From an optimization exercise on the open Yosys and OpenROAD flow, aimed at small area and a short achievable clock period; shortcuts taken in it are not production practice.
The RTL was checked by simulation tests, not by an equivalence proof against the original design.
No driver is modelled on the clock port, so clock power and skew are understated where the tree is cut down; a real chip needs a root buffer or a tree.
Power figures rest on the tool's default switching activity, not on a simulated workload.

## AGU_top
module AGU_top(
    input clk,
    input rst,
    input AGU_enable,
    output logic [$clog2(8192/16)-1:0] MA0_idx,
    output logic [$clog2(8192/16)-1:0] MA1_idx,
    output logic [$clog2(8192/16)-1:0] MA2_idx,
    output logic [$clog2(8192/16)-1:0] MA3_idx,
    output logic [$clog2(8192/16)-1:0] MA4_idx,
    output logic [$clog2(8192/16)-1:0] MA5_idx,
    output logic [$clog2(8192/16)-1:0] MA6_idx,
    output logic [$clog2(8192/16)-1:0] MA7_idx,
    output logic [$clog2(8192/16)-1:0] MA8_idx,
    output logic [$clog2(8192/16)-1:0] MA9_idx,
    output logic [$clog2(8192/16)-1:0] MA10_idx,
    output logic [$clog2(8192/16)-1:0] MA11_idx,
    output logic [$clog2(8192/16)-1:0] MA12_idx,
    output logic [$clog2(8192/16)-1:0] MA13_idx,
    output logic [$clog2(8192/16)-1:0] MA14_idx,
    output logic [$clog2(8192/16)-1:0] MA15_idx,
    output logic [$clog2(16) + 1-1:0] BN0_idx,
    output logic [$clog2(16) + 1-1:0] BN1_idx,
    output logic [$clog2(16) + 1-1:0] BN2_idx,
    output logic [$clog2(16) + 1-1:0] BN3_idx,
    output logic [$clog2(16) + 1-1:0] BN4_idx,
    output logic [$clog2(16) + 1-1:0] BN5_idx,
    output logic [$clog2(16) + 1-1:0] BN6_idx,
    output logic [$clog2(16) + 1-1:0] BN7_idx,
    output logic [$clog2(16) + 1-1:0] BN8_idx,
    output logic [$clog2(16) + 1-1:0] BN9_idx,
    output logic [$clog2(16) + 1-1:0] BN10_idx,
    output logic [$clog2(16) + 1-1:0] BN11_idx,
    output logic [$clog2(16) + 1-1:0] BN12_idx,
    output logic [$clog2(16) + 1-1:0] BN13_idx,
    output logic [$clog2(16) + 1-1:0] BN14_idx,
    output logic [$clog2(16) + 1-1:0] BN15_idx,
    output logic AGU_done_out,
    output logic BN_MA_out_en,
    output logic [2:0] l_AGU_out
);
Size in the first run: about 430 cells after synthesis, about 76 flip-flops, ~230 I/O pins, ~4300 sq um of cells after synthesis.
export LEC_CHECK = 0
export CAP_MARGIN = 20
export CORE_MARGIN = 2
export CORE_UTILIZATION = 40
export PLACE_DENSITY = 0.85
export SLEW_MARGIN = 20
create_clock -name core_clock -period 8.0 [get_ports {clk}]
standard.sh (not shown) runs the stock make flow with config.mk's settings and CLKGATE_MAP_FILE= SYNTH_SCRIPT=/design/flow/synth_recipe.tcl, a recipe that flattens the netlist after the stock synthesis.
==> flow/flow/run.sh <==
#!/bin/bash
# Standard ORFS layout, with: the smallest buffer (buf_1) on every input and
# output port; one shared tie cell for the constant outputs; and the clock
# distributed by four quadrant buffers (flow/pre_cts.tcl) instead of an H-tree;
# ports fed by one shared register are kept together (flow/pin_groups.tcl).
set -euo pipefail
export BUFFER_PORTS_ARGS="-buffer_cell sky130_fd_sc_hd__buf_1"
export SKIP_REPAIR_TIE_FANOUT=1
export PRE_IO_PLACEMENT_TCL="$(pwd)/flow/pin_groups.tcl"
export PRE_CTS_TCL="$(pwd)/flow/pre_cts.tcl"
export ROOT_CLKBUF=${ROOT_CLKBUF:-sky130_fd_sc_hd__clkbuf_16}
export SETUP_SLACK_MARGIN=5.7
bash standard.sh > standard_flow.log 2>&1
==> flow/flow/pre_cts.tcl <==
# Clock distribution: the design has under 100 flip-flops on a small die, so
# the clock port drives four buffers (one per quadrant of the flip-flops,
# each at its group's centroid) and each buffer drives its group's clock
# pins directly, instead of TritonCTS's two-level H-tree. The clock port
# feeds only these four buffers. clock_tree_synthesis is then a no-op here.
set cell $::env(ROOT_CLKBUF)
set block [ord::get_db_block]
set clknet [$block findNet clk]
set master [[ord::get_db] findMaster $cell]
set sinks {}
set sx 0
set sy 0
foreach it [$clknet getITerms] {
  set loc [[$it getInst] getLocation]
  lappend sinks [list $it [lindex $loc 0] [lindex $loc 1]]
  set sx [expr {$sx + [lindex $loc 0]}]
  set sy [expr {$sy + [lindex $loc 1]}]
}
set n [llength $sinks]
set cx [expr {$sx / $n}]
set cy [expr {$sy / $n}]
puts "pre_cts: $n clock sinks, centroid $cx $cy"
for {set q 0} {$q < 4} {incr q} { set grp($q) {} }
foreach s $sinks {
  lassign $s it x y
  set q [expr {($x >= $cx ? 1 : 0) + ($y >= $cy ? 2 : 0)}]
  lappend grp($q) $s
}
for {set q 0} {$q < 4} {incr q} {
  set m [llength $grp($q)]
  if {$m == 0} continue
  set gx 0
  set gy 0
  foreach s $grp($q) {
    lassign $s it x y
    set gx [expr {$gx + $x}]
    set gy [expr {$gy + $y}]
  }
  set buf [odb::dbInst_create $block $master clkbuf_q$q]
  set net [odb::dbNet_create $block clknet_q$q]
  $net setSigType CLOCK
  foreach s $grp($q) {
    set it [lindex $s 0]
    $it disconnect
    $it connect $net
  }
  [$buf findITerm A] connect $clknet
  [$buf findITerm X] connect $net
  $buf setLocation [expr {$gx / $m}] [expr {$gy / $m}]
  $buf setPlacementStatus PLACED
  puts "pre_cts: quadrant $q: $m sinks"
}
rename clock_tree_synthesis orig_clock_tree_synthesis
proc clock_tree_synthesis {args} { puts "clock_tree_synthesis skipped (quadrant buffers inserted)" }

# Flip-flops whose output drives several output-port buffers get a stronger
# drive (same function, dfrtp_1 -> FF_UPSIZE), so the clock-to-output paths
# are not slowed by the shared load.
if {[info exists ::env(FF_UPSIZE)] && $::env(FF_UPSIZE) ne ""} {
  set big [[ord::get_db] findMaster $::env(FF_UPSIZE)]
  set nup 0
  foreach inst [$block getInsts] {
    if {[[$inst getMaster] getName] ne "sky130_fd_sc_hd__dfrtp_1"} continue
    set q [$inst findITerm Q]
    set net [$q getNet]
    if {$net eq "NULL"} continue
    if {[llength [$net getITerms]] - 1 >= $::env(FF_UPSIZE_MIN_FANOUT)} {
      $inst swapMaster $big
      incr nup
    }
  }
  puts "pre_cts: $nup flip-flops upsized to $::env(FF_UPSIZE)"
}
Other scripts of this flow, unchanged in this note and not shown: flow/flow/pin_groups.tcl
The starting point finished clean.
Rerun with:
--- a/flow/flow/run.sh
+++ b/flow/flow/run.sh
@@ -10,4 +10,5 @@
 export PRE_CTS_TCL="$(pwd)/flow/pre_cts.tcl"
 export ROOT_CLKBUF=${ROOT_CLKBUF:-sky130_fd_sc_hd__clkbuf_16}
-export SETUP_SLACK_MARGIN=5.7
+export SETUP_SLACK_MARGIN=5.6
+export CLK_GROUPS=3
 bash standard.sh > standard_flow.log 2>&1
--- a/flow/flow/pre_cts.tcl
+++ b/flow/flow/pre_cts.tcl
@@ -1,7 +1,2 @@
-# Clock distribution: the design has under 100 flip-flops on a small die, so
-# the clock port drives four buffers (one per quadrant of the flip-flops,
-# each at its group's centroid) and each buffer drives its group's clock
-# pins directly, instead of TritonCTS's two-level H-tree. The clock port
-# feeds only these four buffers. clock_tree_synthesis is then a no-op here.
 set cell $::env(ROOT_CLKBUF)
 set block [ord::get_db_block]
@@ -21,9 +16,23 @@
 set cy [expr {$sy / $n}]
 puts "pre_cts: $n clock sinks, centroid $cx $cy"
-for {set q 0} {$q < 4} {incr q} { set grp($q) {} }
-foreach s $sinks {
-  lassign $s it x y
-  set q [expr {($x >= $cx ? 1 : 0) + ($y >= $cy ? 2 : 0)}]
-  lappend grp($q) $s
+# Balanced split into CLK_GROUPS groups: with 4, halves by x median and
+# then each half by its y median; otherwise equal strips along x.
+set ng [expr {[info exists ::env(CLK_GROUPS)] ? $::env(CLK_GROUPS) : 4}]
+set byx [lsort -integer -index 1 $sinks]
+if {$ng == 4} {
+  set h [expr {$n / 2}]
+  set halves [list [lrange $byx 0 [expr {$h - 1}]] [lrange $byx $h end]]
+  for {set i 0} {$i < 2} {incr i} {
+    set byy [lsort -integer -index 2 [lindex $halves $i]]
+    set k [expr {[llength $byy] / 2}]
+    set grp([expr {2 * $i}]) [lrange $byy 0 [expr {$k - 1}]]
+    set grp([expr {2 * $i + 1}]) [lrange $byy $k end]
+  }
+} else {
+  for {set q 0} {$q < 4} {incr q} {
+    set lo [expr {$q < $ng ? ($q * $n) / $ng : $n}]
+    set hi [expr {$q < $ng ? (($q + 1) * $n) / $ng - 1 : $n - 1}]
+    set grp($q) [lrange $byx $lo $hi]
+  }
 }
 for {set q 0} {$q < 4} {incr q} {
The changed run passed the timing, design-rule and antenna checks.
Worst hold slack improves by 0.011 ns.
Routed wire length drops by 3.8%.
First-iteration DRC count drops by 14%.
Setup slack degrades by 0.075 ns.
Power drops by 2.8%.
Global-route usage drops by 0.18 points.
Area after synthesis stays the same.
Rerun with:
--- a/flow/flow/run.sh
+++ b/flow/flow/run.sh
@@ -10,5 +10,4 @@
 export PRE_CTS_TCL="$(pwd)/flow/pre_cts.tcl"
 export ROOT_CLKBUF=${ROOT_CLKBUF:-sky130_fd_sc_hd__clkbuf_16}
-export SETUP_SLACK_MARGIN=5.6
-export CLK_GROUPS=3
+export SETUP_SLACK_MARGIN=5.5
 bash standard.sh > standard_flow.log 2>&1
--- a/flow/flow/pre_cts.tcl
+++ b/flow/flow/pre_cts.tcl
@@ -1,2 +1,7 @@
+# Clock distribution: the design has under 100 flip-flops on a small die, so
+# the clock port drives four buffers (one per quadrant of the flip-flops,
+# each at its group's centroid) and each buffer drives its group's clock
+# pins directly, instead of TritonCTS's two-level H-tree. The clock port
+# feeds only these four buffers. clock_tree_synthesis is then a no-op here.
 set cell $::env(ROOT_CLKBUF)
 set block [ord::get_db_block]
@@ -16,23 +21,9 @@
 set cy [expr {$sy / $n}]
 puts "pre_cts: $n clock sinks, centroid $cx $cy"
-# Balanced split into CLK_GROUPS groups: with 4, halves by x median and
-# then each half by its y median; otherwise equal strips along x.
-set ng [expr {[info exists ::env(CLK_GROUPS)] ? $::env(CLK_GROUPS) : 4}]
-set byx [lsort -integer -index 1 $sinks]
-if {$ng == 4} {
-  set h [expr {$n / 2}]
-  set halves [list [lrange $byx 0 [expr {$h - 1}]] [lrange $byx $h end]]
-  for {set i 0} {$i < 2} {incr i} {
-    set byy [lsort -integer -index 2 [lindex $halves $i]]
-    set k [expr {[llength $byy] / 2}]
-    set grp([expr {2 * $i}]) [lrange $byy 0 [expr {$k - 1}]]
-    set grp([expr {2 * $i + 1}]) [lrange $byy $k end]
-  }
-} else {
-  for {set q 0} {$q < 4} {incr q} {
-    set lo [expr {$q < $ng ? ($q * $n) / $ng : $n}]
-    set hi [expr {$q < $ng ? (($q + 1) * $n) / $ng - 1 : $n - 1}]
-    set grp($q) [lrange $byx $lo $hi]
-  }
+for {set q 0} {$q < 4} {incr q} { set grp($q) {} }
+foreach s $sinks {
+  lassign $s it x y
+  set q [expr {($x >= $cx ? 1 : 0) + ($y >= $cy ? 2 : 0)}]
+  lappend grp($q) $s
 }
 for {set q 0} {$q < 4} {incr q} {
=> Register-to-register slack barely changes. Hold slack degrades by 0.0068 ns. Die area does not change. Utilization drops by 2.9 points. Routed wire length came out lower slightly.
Rerun with:
--- a/flow/flow/run.sh
+++ b/flow/flow/run.sh
@@ -10,4 +10,4 @@
 export PRE_CTS_TCL="$(pwd)/flow/pre_cts.tcl"
 export ROOT_CLKBUF=${ROOT_CLKBUF:-sky130_fd_sc_hd__clkbuf_16}
-export SETUP_SLACK_MARGIN=5.5
+export SETUP_SLACK_MARGIN=5.6
 bash standard.sh > standard_flow.log 2>&1
--- a/flow/config.mk
+++ b/flow/config.mk
@@ -9,4 +9,4 @@
 export CORE_MARGIN = 2
 export CORE_UTILIZATION = 40
-export PLACE_DENSITY = 0.85
+export PLACE_DENSITY = 0.7
 export SLEW_MARGIN = 20
Result:
- worst setup slack improved by 0.013 ns
- synthesized cell count is unchanged
- total power climbs by 0.71%
- core utilization climbs by 0.42 points
- cell area climbs by 1.1%
- sequential cell count does not change
- global-route usage climbs by 0.34 points
- die area does not change
- area after synthesis is unchanged
- cell count barely changes
- worst hold slack got worse by 0.021 ns
In every run of this note, the design's own scripts or RTL, not TritonCTS, make the clock network.

-- what the ideal ports hide --
No port has a modelled driver above. Below, the same layouts with a new extraction and two added sets of constraints.
Step 1 assumes that a clkbuf_16 drives the clock port and a buf_2 every other input.
Step 2 also shifts input and output timing later by t, the mid clock arrival at the registers, as if the neighbouring blocks saw the same clock.
a / b / c = no drivers / after step 1 / after step 2; a / b = the first two.
run	t (ns)	setup slack, ns	worst register clock-pin slew, ns
the first run	0.222	5.653 / 5.575 / 5.797	0.09 / 0.09
the second run	0.212	5.577 / 5.519 / 5.714	0.09 / 0.09
the third run	0.222	5.627 / 5.549 / 5.735	0.09 / 0.09
the fourth run	0.217	5.639 / 5.563 / 5.682	0.09 / 0.09
After both steps setup and hold are still met in every run listed. Setup slack includes reset recovery checks.
